This design comes from an exercise in tuning for small area, a short achievable clock period and few clock cycles per item on the open sky130 flow, not from production work. Where RTL was checked, it was by simulation tests only, not by an equivalence proof against the original. Power figures rest on the tool's default switching activity, not on a simulated workload.

==> flow/design.v <==
module mdc (clk, rst_n, start, A, B, out, done);
input clk, rst_n, start;
input [7:0] A, B;
output [7:0] out;
output done;
reg       busy;
reg [6:0] ah, bh;    
reg [2:0] k;
function [2:0] ctz8;
    input [7:0] v;
    begin
        casez (v)
            8'b???????1: ctz8 = 3'd0;
            8'b??????10: ctz8 = 3'd1;
            8'b?????100: ctz8 = 3'd2;
            8'b????1000: ctz8 = 3'd3;
            8'b???10000: ctz8 = 3'd4;
            8'b??100000: ctz8 = 3'd5;
            8'b?1000000: ctz8 = 3'd6;
            default:     ctz8 = 3'd7;
        endcase
    end
endfunction
function [6:0] oddh8;
    input [7:0] v;
    begin
        casez (v)
            8'b???????1: oddh8 = v[7:1];
            8'b??????10: oddh8 = {1'b0, v[7:2]};
            8'b?????100: oddh8 = {2'b0, v[7:3]};
            8'b????1000: oddh8 = {3'b0, v[7:4]};
            8'b???10000: oddh8 = {4'b0, v[7:5]};
            8'b??100000: oddh8 = {5'b0, v[7:6]};
            8'b?1000000: oddh8 = {6'b0, v[7]};
            default:     oddh8 = 7'd0;
        endcase
    end
endfunction
wire [7:0] d  = {1'b0, ah} - {1'b0, bh};
wire       lt = d[7];
wire [6:0] m  = d[7:1] ^ {7{lt}};
reg  [6:0] vh;
always @* begin
    casez (ah ^ bh)
        7'b??????1: vh = m;
        7'b?????10: vh = {1'b0, m[6:1]};
        7'b????100: vh = {2'b0, m[6:2]};
        7'b???1000: vh = {3'b0, m[6:3]};
        7'b??10000: vh = {4'b0, m[6:4]};
        7'b?100000: vh = {5'b0, m[6:5]};
        default:    vh = {6'b0, m[6]};
    endcase
end
wire       fin = (ah == bh) | (ah == 7'd0);
assign done = busy & fin;
assign out  = {ah, 1'b1} << k;
always @(posedge clk or negedge rst_n) begin
    if (!rst_n)
        busy <= 1'b0;
    else
        busy <= start | (busy & ~fin);
end
always @(posedge clk) begin
    if (start) begin
        bh <= oddh8(B);
        ah <= (oddh8(B) == 7'd0) ? 7'd0 : oddh8(A);
        k  <= ctz8(A | B);
    end else begin
        bh <= lt ? ah : bh;
        ah <= vh;
    end
end
endmodule
export LEC_CHECK = 0
export CAP_MARGIN = 20
export CORE_MARGIN = 2
export CORE_UTILIZATION = 40
export CTS_BUF_LIST = sky130_fd_sc_hd__clkbuf_4
export SLEW_MARGIN = 20
create_clock -name core_clock -period 4.0 [get_ports {clk}]
standard.sh (not shown) runs the stock make flow with config.mk's settings and CLKGATE_MAP_FILE= SYNTH_SCRIPT=/design/flow/synth_recipe.tcl, a recipe that flattens the netlist after the stock synthesis.
==> flow/flow/run.sh <==
#!/bin/bash
# The standard layout (standard.sh) with two changes:
#  - the port buffers are plain buf_1 cells;
#  - synthesis maps the logic with the ABC script in flow/abc.script instead of
#    ORFS's speed script. Everything else in synthesis (synth_recipe.tcl) is kept.
# Each tool's output goes to the ORFS logs; make's own output goes to standard.log.
set -euo pipefail
W=$(pwd)
export BUFFER_PORTS_ARGS="-buffer_cell sky130_fd_sc_hd__buf_1"
export MY_ABC_SCRIPT="$W/flow/abc.script"
{ sed -n 1p synth_recipe.tcl; cat flow/abc_override.tcl; sed -n '2,$p' synth_recipe.tcl; } > synth_own.tcl
sed "s#SYNTH_SCRIPT=[^ ]*#SYNTH_SCRIPT=$W/synth_own.tcl#" standard.sh > standard_own.sh
bash standard_own.sh > standard.log 2>&1
==> flow/flow/abc.script <==
strash
&get -n
&dch
&nf -R 1000
&put
topo
stime -c
==> flow/flow/abc_override.tcl <==
# Run ABC with the script in MY_ABC_SCRIPT in place of the one ORFS chose.
proc abc {args} {
  set i [lsearch -exact $args -script]
  if { $i >= 0 } {
    set args [lreplace $args [expr {$i + 1}] [expr {$i + 1}] $::env(MY_ABC_SCRIPT)]
  }
  yosys abc {*}$args
}
Testbench counts at the start, summed over its fixed seeds: cycles 9,100, items 2,400.
Edit:
--- a/flow/design.v
+++ b/flow/design.v
@@ -52,7 +52,8 @@
     endcase
 end
-wire       fin = (ah == bh) | (ah == 7'd0);
+wire       fin = (ah == bh) | (ah == 7'd0) | (bh == 7'd0);
 assign done = busy & fin;
-assign out  = {ah, 1'b1} << k;
+wire [7:0] odd = {ah & {7{bh != 7'd0}}, 1'b1};
+assign out = odd << k;
 always @(posedge clk or negedge rst_n) begin
     if (!rst_n)
@@ -63,10 +64,10 @@
 always @(posedge clk) begin
     if (start) begin
+        ah <= oddh8(A);
         bh <= oddh8(B);
-        ah <= (oddh8(B) == 7'd0) ? 7'd0 : oddh8(A);
         k  <= ctz8(A | B);
     end else begin
-        bh <= lt ? ah : bh;
-        ah <= vh;
+        ah <= lt ? ah : bh;
+        bh <= vh;
     end
 end
After rerunning: The changed run finished clean; core utilization barely changes; sequential cell count stays the same; setup slack gets worse by 0.099 ns; cell count does not change; combinational power goes up by 23%; die area goes up by 1.3%; global-route usage goes down by 0.88 points; clock skew is about the same; wire length goes up by 1.1%; fmax goes down by 3.2%; synthesized area goes up by 1.4%; cell area goes up by 0.87%; non-clock buffer count goes down by 1; first-iteration DRC count goes down by 7.5%.
Function not checked in the second run of this note: the RTL went through the layout flow alone.

* * *

## the reference run
RTL: the design.v shown in full above, as it stands there.
Settings: LEC_CHECK=0, CAP_MARGIN=20, CORE_MARGIN=2, CORE_UTILIZATION=40, CTS_BUF_LIST=sky130_fd_sc_hd__clkbuf_4, SLEW_MARGIN=20; clock period 4.0 ns.
==> flow/flow/abc.script <==
strash
&get -n
&dch -f
&nf -R 1000
&put
strash
&get -n
&dch -f
&nf -R 1000
&put
strash
&get -n
&dch -f
&nf -R 1000
&put
topo
stime -c
Scripts as last shown in full above: flow/flow/run.sh, flow/flow/abc_override.tcl
Testbench counts of the reference run, summed over its fixed seeds: cycles 9,100, items 2,400.
Input changes introduced in the trial run (baseline for comparison: the reference run):
==> flow/design.v <==
module mdc (clk, rst_n, start, A, B, out, done);
input clk, rst_n, start;
input [7:0] A, B;
output [7:0] out;
output done;
reg       busy;
reg [6:0] ah, bh;    
reg [2:0] k;
function [2:0] ctz8;
    input [7:0] v;
    begin
        casez (v)
            8'b???????1: ctz8 = 3'd0;
            8'b??????10: ctz8 = 3'd1;
            8'b?????100: ctz8 = 3'd2;
            8'b????1000: ctz8 = 3'd3;
            8'b???10000: ctz8 = 3'd4;
            8'b??100000: ctz8 = 3'd5;
            8'b?1000000: ctz8 = 3'd6;
            default:     ctz8 = 3'd7;
        endcase
    end
endfunction
function [6:0] oddh8;
    input [7:0] v;
    begin
        casez (v)
            8'b???????1: oddh8 = v[7:1];
            8'b??????10: oddh8 = {1'b0, v[7:2]};
            8'b?????100: oddh8 = {2'b0, v[7:3]};
            8'b????1000: oddh8 = {3'b0, v[7:4]};
            8'b???10000: oddh8 = {4'b0, v[7:5]};
            8'b??100000: oddh8 = {5'b0, v[7:6]};
            8'b?1000000: oddh8 = {6'b0, v[7]};
            default:     oddh8 = 7'd0;
        endcase
    end
endfunction
function [6:0] odds8;
    input [7:0] v;
    begin
        casez (v)
            8'b???????1: odds8 = v[7:1];
            8'b??????10: odds8 = {{1{v[7]}}, v[7:2]};
            8'b?????100: odds8 = {{2{v[7]}}, v[7:3]};
            8'b????1000: odds8 = {{3{v[7]}}, v[7:4]};
            8'b???10000: odds8 = {{4{v[7]}}, v[7:5]};
            8'b??100000: odds8 = {{5{v[7]}}, v[7:6]};
            8'b?1000000: odds8 = {{6{v[7]}}, v[7]};
            default:     odds8 = {7{v[7]}};
        endcase
    end
endfunction
wire [7:0] d  = {1'b0, ah} - {1'b0, bh};
wire       lt = d[7];
wire [6:0] s  = odds8(d);
wire [6:0] vh = lt ? ~s : s;
wire       fin = (ah == bh) | (ah == 7'd0) | (bh == 7'd0);
assign done = busy & fin;
wire [7:0] odd = {ah & {7{bh != 7'd0}}, 1'b1};
assign out = odd << k;
always @(posedge clk or negedge rst_n) begin
    if (!rst_n)
        busy <= 1'b0;
    else
        busy <= start | (busy & ~fin);
end
always @(posedge clk) begin
    if (start) begin
        ah <= oddh8(A);
        bh <= oddh8(B);
        k  <= ctz8(A | B);
    end else begin
        ah <= lt ? ah : bh;
        bh <= vh;
    end
end
endmodule
--- outcome ---
Side by side, power dissipated by switching net loads turned out higher in the trial run than in the reference run. Higher fraction of power consumed by sequential logic goes to the reference run over the trial run. As far as number of register bits inferred by synthesis goes, the trial run and the reference run are indistinguishable; the numbers are identical. Against the reference run, the trial run comes in 2.4 points lower on fraction of the cycle the final worst path needs. The trial run: simple-gate portion of the synthesized area is 1.8 points lower than what the reference run reported. On the trial run: total power consumption of the routed design is 9.1% higher than what the reference run gave. The trial run finished all stages; the layout is clean.
Testbench counts of the trial run, summed over its fixed seeds: cycles 9,100, items 2,400.

* * *

Another version of the RTL of mdc (not shown whole).
Size: roughly 220 cells after synthesis, about 18 flip-flops, ~28 I/O pins.
==> module mdc, before the edit <==
module mdc (clk, rst_n, start, A, B, out, done);
input clk, rst_n, start;
input [7:0] A, B;
output [7:0] out;
output done;
reg       busy;
reg [6:0] ah, bh;    
reg [2:0] k;
function [2:0] ctz8;
    input [7:0] v;
    begin
        casez (v)
            8'b???????1: ctz8 = 3'd0;
            8'b??????10: ctz8 = 3'd1;
            8'b?????100: ctz8 = 3'd2;
            8'b????1000: ctz8 = 3'd3;
            8'b???10000: ctz8 = 3'd4;
            8'b??100000: ctz8 = 3'd5;
            8'b?1000000: ctz8 = 3'd6;
            default:     ctz8 = 3'd7;
        endcase
    end
endfunction
function [6:0] oddh8;
    input [7:0] v;
    begin
        casez (v)
            8'b???????1: oddh8 = v[7:1];
            8'b??????10: oddh8 = {1'b0, v[7:2]};
            8'b?????100: oddh8 = {2'b0, v[7:3]};
            8'b????1000: oddh8 = {3'b0, v[7:4]};
            8'b???10000: oddh8 = {4'b0, v[7:5]};
            8'b??100000: oddh8 = {5'b0, v[7:6]};
            8'b?1000000: oddh8 = {6'b0, v[7]};
            default:     oddh8 = 7'd0;
        endcase
    end
endfunction
function [6:0] odds8;
    input [7:0] v;
    begin
        casez (v)
            8'b???????1: odds8 = v[7:1];
            8'b??????10: odds8 = {{1{v[7]}}, v[7:2]};
            8'b?????100: odds8 = {{2{v[7]}}, v[7:3]};
            8'b????1000: odds8 = {{3{v[7]}}, v[7:4]};
            8'b???10000: odds8 = {{4{v[7]}}, v[7:5]};
            8'b??100000: odds8 = {{5{v[7]}}, v[7:6]};
            8'b?1000000: odds8 = {{6{v[7]}}, v[7]};
            default:     odds8 = {7{v[7]}};
        endcase
    end
endfunction
wire [7:0] d  = {1'b0, ah} - {1'b0, bh};
wire       lt = d[7];
wire [6:0] s  = odds8(d);
wire [6:0] vh = lt ? ~s : s;
wire       fin = (ah == bh) | (ah == 7'd0);
assign done = busy & fin;
assign out  = {ah, 1'b1} << k;
always @(posedge clk or negedge rst_n) begin
    if (!rst_n)
        busy <= 1'b0;
    else
        busy <= start | (busy & ~fin);
end
always @(posedge clk) begin
    if (start) begin
        bh <= oddh8(B);
        ah <= (oddh8(B) == 7'd0) ? 7'd0 : oddh8(A);
        k  <= ctz8(A | B);
    end else begin
        bh <= lt ? ah : bh;
        ah <= vh;
    end
end
endmodule
clock: 4.0 ns
lec_check: 0
cap_margin: 20
core_margin: 2
core_utilization: 40
cts_buf_list: sky130_fd_sc_hd__clkbuf_4
slew_margin: 20
Scripts as last shown in full above: flow/flow/run.sh, flow/flow/abc.script, flow/flow/abc_override.tcl
The first run completed without violations.
Edit:
--- a/flow/design.v
+++ b/flow/design.v
@@ -4,7 +4,8 @@
 output [7:0] out;
 output done;
 reg       busy;
-reg [6:0] ah, bh;    
+reg [6:0] mh;    
+reg [7:0] dh;    
 reg [2:0] k;
 function [2:0] ctz8;
     input [7:0] v;
@@ -51,13 +52,30 @@
         endcase
     end
 endfunction
-wire [7:0] d  = {1'b0, ah} - {1'b0, bh};
-wire       lt = d[7];
-wire [6:0] s  = odds8(d);
-wire [6:0] vh = lt ? ~s : s;
-wire       fin = (ah == bh) | (ah == 7'd0);
+function pow2s;
+    input [7:0] v;
+    integer i;
+    reg one, ones;
+    begin
+        one = |v[6:0];
+        for (i = 1; i < 7; i = i + 1)
+            one = one & ~(v[i] & |(v[6:0] & ((8'd1 << i) - 8'd1)));
+        ones = 1'b1;
+        for (i = 0; i < 7; i = i + 1)
+            ones = ones & (~v[i] | v[i+1]);
+        pow2s = v[7] ? ones : one;
+    end
+endfunction
+wire [6:0] s  = odds8(dh);
+wire [6:0] vh = dh[7] ? ~s : s;
+wire [6:0] xh = start ? oddh8(A) : mh;
+wire [6:0] yh = start ? oddh8(B) : vh;
+wire [7:0] dn = {1'b0, xh} - {1'b0, yh};
+wire [6:0] mn = dn[7] ? xh : yh;
+wire p2  = pow2s(dh);
+wire fin = (dh == 8'd0) | (mh == 7'd0) | p2;
 assign done = busy & fin;
-assign out  = {ah, 1'b1} << k;
+assign out  = p2 ? 8'd1 << k : {mh, 1'b1} << k;
 always @(posedge clk or negedge rst_n) begin
     if (!rst_n)
         busy <= 1'b0;
@@ -65,13 +83,9 @@
         busy <= start | (busy & ~fin);
 end
 always @(posedge clk) begin
-    if (start) begin
-        bh <= oddh8(B);
-        ah <= (oddh8(B) == 7'd0) ? 7'd0 : oddh8(A);
-        k  <= ctz8(A | B);
-    end else begin
-        bh <= lt ? ah : bh;
-        ah <= vh;
-    end
+    mh <= mn;
+    dh <= dn;
+    if (start)
+        k <= ctz8(A | B);
 end
 endmodule
Utilization goes up by 0.36 points; die area goes up by 2.1%; routed wire length goes up by 14%; global-route usage goes up by 2.0 points; cell area goes up by 6.6%; via count goes up by 10%; area after synthesis goes up by 2.3%; clock power goes up by about 10%; hold slack loses 27 ps; worst setup slack loses 780 ps.
No run of this note included a check of the RTL's function; only the layout flow was run.

* * *

== the baseline ==
RTL: one of the versions met above, not the one the previous note started from.
For scale: about 220 cells after synthesis, roughly 18 flip-flops, roughly 1700 um^2 of cells after synthesis.
==> module mdc, before the edit <==
module mdc (clk, rst_n, start, A, B, out, done);
input clk, rst_n, start;
input [7:0] A, B;
output [7:0] out;
output done;
reg       busy;
reg [6:0] ah, bh;    
reg [2:0] k;
function [2:0] ctz8;
    input [7:0] v;
    begin
        casez (v)
            8'b???????1: ctz8 = 3'd0;
            8'b??????10: ctz8 = 3'd1;
            8'b?????100: ctz8 = 3'd2;
            8'b????1000: ctz8 = 3'd3;
            8'b???10000: ctz8 = 3'd4;
            8'b??100000: ctz8 = 3'd5;
            8'b?1000000: ctz8 = 3'd6;
            default:     ctz8 = 3'd7;
        endcase
    end
endfunction
function [6:0] oddh8;
    input [7:0] v;
    begin
        casez (v)
            8'b???????1: oddh8 = v[7:1];
            8'b??????10: oddh8 = {1'b0, v[7:2]};
            8'b?????100: oddh8 = {2'b0, v[7:3]};
            8'b????1000: oddh8 = {3'b0, v[7:4]};
            8'b???10000: oddh8 = {4'b0, v[7:5]};
            8'b??100000: oddh8 = {5'b0, v[7:6]};
            8'b?1000000: oddh8 = {6'b0, v[7]};
            default:     oddh8 = 7'd0;
        endcase
    end
endfunction
wire [7:0] d  = {1'b0, ah} - {1'b0, bh};
wire       lt = d[7];
wire [6:0] m  = d[7:1] ^ {7{lt}};
reg  [6:0] vh;
always @* begin
    casez (ah ^ bh)
        7'b??????1: vh = m;
        7'b?????10: vh = {1'b0, m[6:1]};
        7'b????100: vh = {2'b0, m[6:2]};
        7'b???1000: vh = {3'b0, m[6:3]};
        7'b??10000: vh = {4'b0, m[6:4]};
        7'b?100000: vh = {5'b0, m[6:5]};
        default:    vh = {6'b0, m[6]};
    endcase
end
wire       fin = (ah == bh) | (ah == 7'd0);
assign done = busy & fin;
assign out  = {ah, 1'b1} << k;
always @(posedge clk or negedge rst_n) begin
    if (!rst_n)
        busy <= 1'b0;
    else
        busy <= start | (busy & ~fin);
end
always @(posedge clk) begin
    if (start) begin
        bh <= oddh8(B);
        ah <= (oddh8(B) == 7'd0) ? 7'd0 : oddh8(A);
        k  <= ctz8(A | B);
    end else begin
        bh <= lt ? ah : bh;
        ah <= vh;
    end
end
endmodule
==> flow/config.mk <==
export PLATFORM = sky130hd
export DESIGN_NAME = mdc
export DESIGN_NICKNAME = mdc
export VERILOG_FILES = /design/flow/design.v
export SDC_FILE = /design/flow/constraint.sdc
export NUM_CORES = 4
export LEC_CHECK = 0
export CAP_MARGIN = 20
export CORE_MARGIN = 2
export CORE_UTILIZATION = 40
export CTS_BUF_LIST = sky130_fd_sc_hd__clkbuf_4
export SETUP_SLACK_MARGIN = 1.4
export SLEW_MARGIN = 20
export TNS_END_PERCENT = 0
==> flow/constraint.sdc <==
create_clock -name core_clock -period 4.0 [get_ports {clk}]
set_input_delay 0.8000 -clock core_clock [delete_from_list [all_inputs] [get_ports {clk}]]
set_output_delay 0.8000 -clock core_clock [all_outputs]
set_load 0.01 [all_outputs]
==> flow/flow/run.sh <==
#!/bin/bash
# The standard layout (standard.sh) with two changes:
#  - the port buffers are plain buf_1 cells;
#  - synthesis maps the logic with the ABC script in flow/abc.script instead of
#    ORFS's speed script. Everything else in synthesis (synth_recipe.tcl) is kept.
# Each tool's output goes to the ORFS logs; make's own output goes to standard.log.
set -euo pipefail
W=$(pwd)
export BUFFER_PORTS_ARGS="-buffer_cell sky130_fd_sc_hd__buf_1"
export SETUP_MOVE_SEQUENCE=sizeup,swap
export SKIP_GATE_CLONING=1
export SKIP_LAST_GASP=1
export MY_ABC_SCRIPT="$W/flow/abc.script"
{ sed -n 1p synth_recipe.tcl; cat flow/abc_override.tcl; sed -n '2,$p' synth_recipe.tcl; } > synth_own.tcl
sed "s#SYNTH_SCRIPT=[^ ]*#SYNTH_SCRIPT=$W/synth_own.tcl#" standard.sh > standard_own.sh
bash standard_own.sh > standard.log 2>&1
==> flow/flow/abc.script <==
strash
&get -n
&dch
&nf -R 1000
&put
topo
stime -c
Scripts as last shown in full above: flow/flow/abc_override.tcl
Testbench counts of the baseline, summed over its fixed seeds: cycles 9,100, items 2,400.
Input changes introduced in the candidate (baseline for comparison: the baseline):
--- a/flow/design.v
+++ b/flow/design.v
@@ -33,27 +33,31 @@
             8'b??100000: oddh8 = {5'b0, v[7:6]};
             8'b?1000000: oddh8 = {6'b0, v[7]};
             default:     oddh8 = 7'd0;
         endcase
     end
 endfunction
+function [6:0] odds8;
+    input [7:0] v;
+    begin
+        casez (v)
+            8'b???????1: odds8 = v[7:1];
+            8'b??????10: odds8 = {{1{v[7]}}, v[7:2]};
+            8'b?????100: odds8 = {{2{v[7]}}, v[7:3]};
+            8'b????1000: odds8 = {{3{v[7]}}, v[7:4]};
+            8'b???10000: odds8 = {{4{v[7]}}, v[7:5]};
+            8'b??100000: odds8 = {{5{v[7]}}, v[7:6]};
+            8'b?1000000: odds8 = {{6{v[7]}}, v[7]};
+            default:     odds8 = {7{v[7]}};
+        endcase
+    end
+endfunction
 wire [7:0] d  = {1'b0, ah} - {1'b0, bh};
 wire       lt = d[7];
-wire [6:0] m  = d[7:1] ^ {7{lt}};
-reg  [6:0] vh;
-always @* begin
-    casez (ah ^ bh)
-        7'b??????1: vh = m;
-        7'b?????10: vh = {1'b0, m[6:1]};
-        7'b????100: vh = {2'b0, m[6:2]};
-        7'b???1000: vh = {3'b0, m[6:3]};
-        7'b??10000: vh = {4'b0, m[6:4]};
-        7'b?100000: vh = {5'b0, m[6:5]};
-        default:    vh = {6'b0, m[6]};
-    endcase
-end
+wire [6:0] s  = odds8(d);
+wire [6:0] vh = lt ? ~s : s;
 wire       fin = (ah == bh) | (ah == 7'd0);
 assign done = busy & fin;
 assign out  = {ah, 1'b1} << k;
 always @(posedge clk or negedge rst_n) begin
     if (!rst_n)
         busy <= 1'b0;
### Flow results
The candidate vs the baseline on detailed router's first-iteration violation count: the candidate is the lower one.
Diff the baseline..the candidate | count of flip-flops with a built-in enable after synthesis | unchanged
As of the candidate, routed length on met2 had risen by a few percent compared to the baseline.
The candidate vs. the baseline: worst hold slack went down by 19 ps.
First-pass GRT wire length (the baseline / the candidate): 0.937
The candidate against the baseline: die area up about 3.3%; total number of cells along the worst setup path up 7.
The baseline → the candidate: global-route usage dropped 1.1 points; final wirelength increased 480 um; count of TritonRoute iterations in the first routing pass essentially unchanged.
For the candidate, only the layout was checked, not whether the RTL still works.

port drivers added, routing unchanged:
No port has a modelled driver above. Below, the same layouts with a new extraction and two added sets of constraints. Step 1 (the two cells are an assumption about what drives the block):
set clk [get_ports {clk}]
set_driving_cell -lib_cell sky130_fd_sc_hd__clkbuf_16 $clk
set_driving_cell -lib_cell sky130_fd_sc_hd__buf_2 [delete_from_list [all_inputs] $clk]
Step 2, shift: input delay + t, output delay - t, t = (earliest + latest rising clock arrival at the registers) / 2. This alone moves slack from input paths to output paths. a / b / c = ideal ports / drivers / drivers and shift; a / b = the first two.
| run | t, ns | setup slack, ns | latest minus earliest clock arrival (ns) | worst register clock-pin slew, ns |
|---|---|---|---|---|
| the first run of note 1 | 0.316 | 0.997 / 0.974 / 1.060 | 0.014 / 0.014 | 0.12 / 0.12 |
| the second run of note 1 | 0.314 | 0.897 / 0.897 / 0.897 | 0.016 / 0.016 | 0.11 / 0.11 |
| the reference run | 0.314 | 0.950 / 0.927 / 1.146 | 0.008 / 0.008 | 0.10 / 0.10 |
| the trial run | 0.320 | 1.045 / 1.020 / 1.059 | 0.001 / 0.000 | 0.10 / 0.10 |
| the first run of note 3 | 0.301 | 1.061 / 1.061 / 0.789 | 0.001 / 0.001 | 0.09 / 0.09 |
| the second run of note 3 | 0.323 | 0.280 / 0.254 / 0.231 | 0.009 / 0.010 | 0.12 / 0.12 |
| the baseline | 0.306 | 1.460 / 1.440 / 1.381 | 0.001 / 0.001 | 0.10 / 0.10 |
| the candidate | 0.312 | 1.393 / 1.374 / 1.238 | 0.016 / 0.015 | 0.11 / 0.11 |
After both steps every run listed still meets setup and hold. For the first run of note 3, which loses most, drivers alone change the setup slack by 0.000 ns; drivers and shift together by -0.272 ns.
